From an optimization exercise on the open Yosys and OpenROAD flow, aimed at small area; shortcuts taken in it are not production practice.
Function was checked by simulation only, so behaviour that the tests miss may differ from the original.

west:
==> module mem_rd_grp, before the edit <==
module mem_rd_grp (
  input  [15:0] lo_n,
  input  [15:0] d_n,
  input         hi,
  output        y_n);
  assign y_n = ~(hi & ~&(lo_n | d_n));
endmodule
==> module lasd_cpu, before the edit <==
module lasd_cpu (
input wire clk,
input wire rst_n,
output wire [7:0] instr_addr,
input wire [31:0] instr,
input wire [7:0] sw_in,
output wire [7:0] data_out,
output wire [7:0] reg_x1, reg_x2, reg_x3, reg_x4, reg_x5, reg_x6, reg_x7
);
wire [6:0] op = instr[6:0];
wire [2:0] f3 = instr[14:12];
wire [6:0] f7 = instr[31:25];
wire f3_0  = (f3 == 3'b000);
wire f7_0  = (f7 == 7'b0000000);
wire opR   = (op == 7'b0110011);
wire isR   = opR & ((f7_0 & (f3 != 3'b001) & (f3 != 3'b011)) |
                    ((f7 == 7'b0100000) & f3_0));
wire isI   = (op == 7'b0010011) & (f3_0 | (f3 == 3'b110) | (f3 == 3'b111));
wire isL   = (op == 7'b0000011) & f3_0;
wire isS   = (op == 7'b0100011) & f3_0;
wire isB   = (op == 7'b1100011) & f3_0;
wire isJ   = (op == 7'b1101111);
wire isJR  = (op == 7'b1100111) & f3_0;
wire imm_sb = op[5] & ~op[2];               
wire src_r  = op[5] & op[4];                
wire a_pc   = op[6] & (op[3] | ~op[2]);     
wire sub    = instr[30] | instr[13];        
wire [7:0] pc;
wire [7:0] r1, r2;
wire [7:0] imm;
assign imm[7:5] = instr[27:25];
assign imm[4:1] = imm_sb ? instr[11:8] : instr[24:21];
assign imm[0]   = imm_sb ? (~op[6] & instr[7]) : (~op[3] & instr[20]);
wire [7:0] b    = src_r ? r2 : imm;
wire [7:0] a    = a_pc ? pc : r1;
wire       cin  = src_r & sub;
wire [8:0] sum9 = {1'b0, a} + {1'b0, b ^ {8{cin}}} + {8'd0, cin};
wire [7:0] sum  = sum9[7:0];
wire       ltu  = ~sum9[8];
wire [7:0] imm_ls;
assign imm_ls[7:5] = instr[27:25];
assign imm_ls[4:1] = op[5] ? instr[11:8] : instr[24:21];
assign imm_ls[0]   = op[5] ? instr[7] : instr[20];
wire [7:0] addr = r1 + imm_ls;
wire [7:0] srl  = (|b[7:3]) ? 8'd0 : (r1 >> b[2:0]);
reg [7:0] alu;
always @(*) begin
  case (f3)
    3'b111:  alu = r1 & b;
    3'b110:  alu = r1 | b;
    3'b100:  alu = r1 ^ b;
    3'b010:  alu = {7'd0, ltu};
    3'b101:  alu = srl;
    default: alu = sum;
  endcase
end
wire [7:0] pc4 = {pc[7:2] + 6'd1, pc[1:0]};
wire [7:0] ld;
Data_mem memoria_dados (.clk(clk), .rst(rst_n), .A(addr), .WD(r2), .WE(isS),
  .sw_in(sw_in), .RD(ld));
wire [7:0] wd = op[4] ? alu : (op[2] ? pc4 : ld);
wire       we = isR | isI | isL | isJ;
registrars_bank registradores (.clk(clk), .rst(rst_n), .wd3(wd),
  .wa3(instr[9:7]), .we3(we), .ra1(instr[17:15]), .ra2(instr[22:20]),
  .rd1(r1), .rd2(r2),
  .saida_1(reg_x1), .saida_2(reg_x2), .saida_3(reg_x3), .saida_4(reg_x4),
  .saida_5(reg_x5), .saida_6(reg_x6), .saida_7(reg_x7));
wire eq    = (r1 == r2);
wire taken = isJ | isJR | (isB & eq);
reg [7:0] pc_q;
reg [7:0] out_q;
always @(posedge clk or negedge rst_n)
  if (!rst_n) begin
    pc_q  <= 8'd0;
    out_q <= 8'd0;
  end else begin
    pc_q <= taken ? sum : pc4;
    if (isS & (addr == 8'hFF)) out_q <= r2;
  end
assign pc = pc_q;
assign instr_addr = pc_q;
assign data_out = out_q;
endmodule
==> flow/config.mk <==
export PLATFORM = sky130hd
export DESIGN_NAME = lasd_cpu
export DESIGN_NICKNAME = lasd_cpu
export VERILOG_FILES = /design/flow/design.v
export SDC_FILE = /design/flow/constraint.sdc
export NUM_CORES = 4
export LEC_CHECK = 0
export CAP_MARGIN = 20
export CORE_MARGIN = 2
export CORE_UTILIZATION = 35
export SLEW_MARGIN = 20
export SYNTH_HIERARCHICAL = 1
==> flow/constraint.sdc <==
create_clock -name core_clock -period 10.0 [get_ports {clk}]
set_input_delay 2.0000 -clock core_clock [delete_from_list [all_inputs] [get_ports {clk}]]
set_output_delay 2.0000 -clock core_clock [all_outputs]
set_load 0.01 [all_outputs]
standard.sh (not shown) runs the stock make flow with config.mk's settings and CLKGATE_MAP_FILE= SYNTH_SCRIPT=/design/flow/synth_recipe.tcl, a recipe that flattens the netlist after the stock synthesis.
==> flow/flow/run.sh <==
#!/bin/bash
# Layout flow: the standard flow (standard.sh: the standard synthesis and
# ORFS place and route) with three changes to how the layout is made:
#  - ports are buffered with buf_1 instead of a delay cell,
#  - clock tree synthesis uses no dummy loads,
#  - clock tree buffers are clkbuf_8, with clusters of up to 16 sinks.
# Every tool's output is kept in a log file in this folder.
set -e
export BUFFER_PORTS_ARGS="-buffer_cell sky130_fd_sc_hd__buf_1"
export CTS_ARGS="-sink_clustering_enable -repair_clock_nets -dont_use_dummy_load -sink_clustering_size 16 -sink_clustering_max_diameter 60 -buf_list {sky130_fd_sc_hd__clkbuf_8}"
bash standard.sh > standard_flow.log 2>&1
diff inputs: west => south
-- flow/design.v --
<<< west, line 137
  input         hi,
  output        y_n);
  assign y_n = ~(hi & ~&(lo_n | d_n));
endmodule
module mem_rd_fin (
>>> south, line 137
  input         hi,
  output        y_n);
  wire [1:0] h;
  mem_rd_half h0 (.lo_n(lo_n[7:0]),  .d_n(d_n[7:0]),  .y(h[0]));
  mem_rd_half h1 (.lo_n(lo_n[15:8]), .d_n(d_n[15:8]), .y(h[1]));
  assign y_n = ~(hi & (h[0] | h[1]));
endmodule
module mem_rd_half (
  input  [7:0] lo_n,
  input  [7:0] d_n,
  output       y);
  assign y = ~&(lo_n | d_n);
endmodule
module mem_rd_fin (
<<< west, line 215
wire taken = isJ | isJR | (isB & eq);
reg [7:0] pc_q;
reg [7:0] out_q;
always @(posedge clk or negedge rst_n)
  if (!rst_n) begin
    pc_q  <= 8'd0;
    out_q <= 8'd0;
  end else begin
    pc_q <= taken ? sum : pc4;
    if (isS & (addr == 8'hFF)) out_q <= r2;
  end
assign pc = pc_q;
assign instr_addr = pc_q;
>>> south, line 224
wire taken = isJ | isJR | (isB & eq);
reg [7:0] pc_q;
always @(posedge clk or negedge rst_n)
  if (!rst_n) pc_q <= 8'd0;
  else pc_q <= taken ? sum : pc4;
wire       out_we = isS & (addr == 8'hFF);
wire       out_hold = ~out_we;
wire [7:0] out_q;
genvar gi;
generate
  for (gi = 0; gi < 8; gi = gi + 1) begin : out_g
    reg_bit u (.clk(clk), .rst(rst_n), .we(out_we), .hold(out_hold),
      .d(r2[gi]), .q(out_q[gi]));
  end
endgenerate
assign pc = pc_q;
assign instr_addr = pc_q;
## What came out
Area share of buffers outside the clock network: south > west. Row post-route non-filler standard cell count: south lower / west higher. south and west ended up with nearly the same fraction of the core area covered by cells at the end of the flow. In the reports for south and west, the larger share of the final layout cell area in multi-input gates belongs to west. south ended up with a higher met2 global-route usage than west did. Measured against south, the synthesized netlist cell count of west comes out at 1.06 times the reference value. Looking only at final clock period utilization by the worst path, and setting everything else aside, the lower value of south and west goes to south. The worst slack on hold paths of west and that of south are within noise of each other. Fraction of synthesis flops using an asynchronous set or reset pin came out exactly the same in south and west. Compared with west, south shows layout-stage area growth over the synthesis result higher by 0.89 points. The endpoint arrival time on the critical path number comes out lower for south vs west. Compared to west, the router laid down more metal wire for south. south ends up with a number of library cell types mapped by synthesis that is 3 higher than in west. Result for south and west: all clean. Compared with west, south shows final antenna diode count higher by 1.

port drivers added, routing unchanged:
In the flow no input, the clock included, has a driving cell. The finished layouts below were timed again as built, in two steps.
Step 1, drivers: a clkbuf_16 drives clk and a buf_2 each remaining input, both assumed.
Step 2 also shifts input and output timing later by t, the mid clock arrival at the registers, as if the neighbouring blocks saw the same clock.
Three values: no drivers, after step 1, after step 2; two values: the first two.
run	t (ns)	setup slack, ns	worst data-port slew with drivers (ns)
west	1.009	1.403 / 1.466 / 0.457	0.08
south	1.024	1.440 / 1.500 / 0.476	0.13
After both steps every run listed still meets setup and hold. The setup slack of south, which loses most, moves by +0.060 ns with the drivers and by -0.964 ns with both steps.
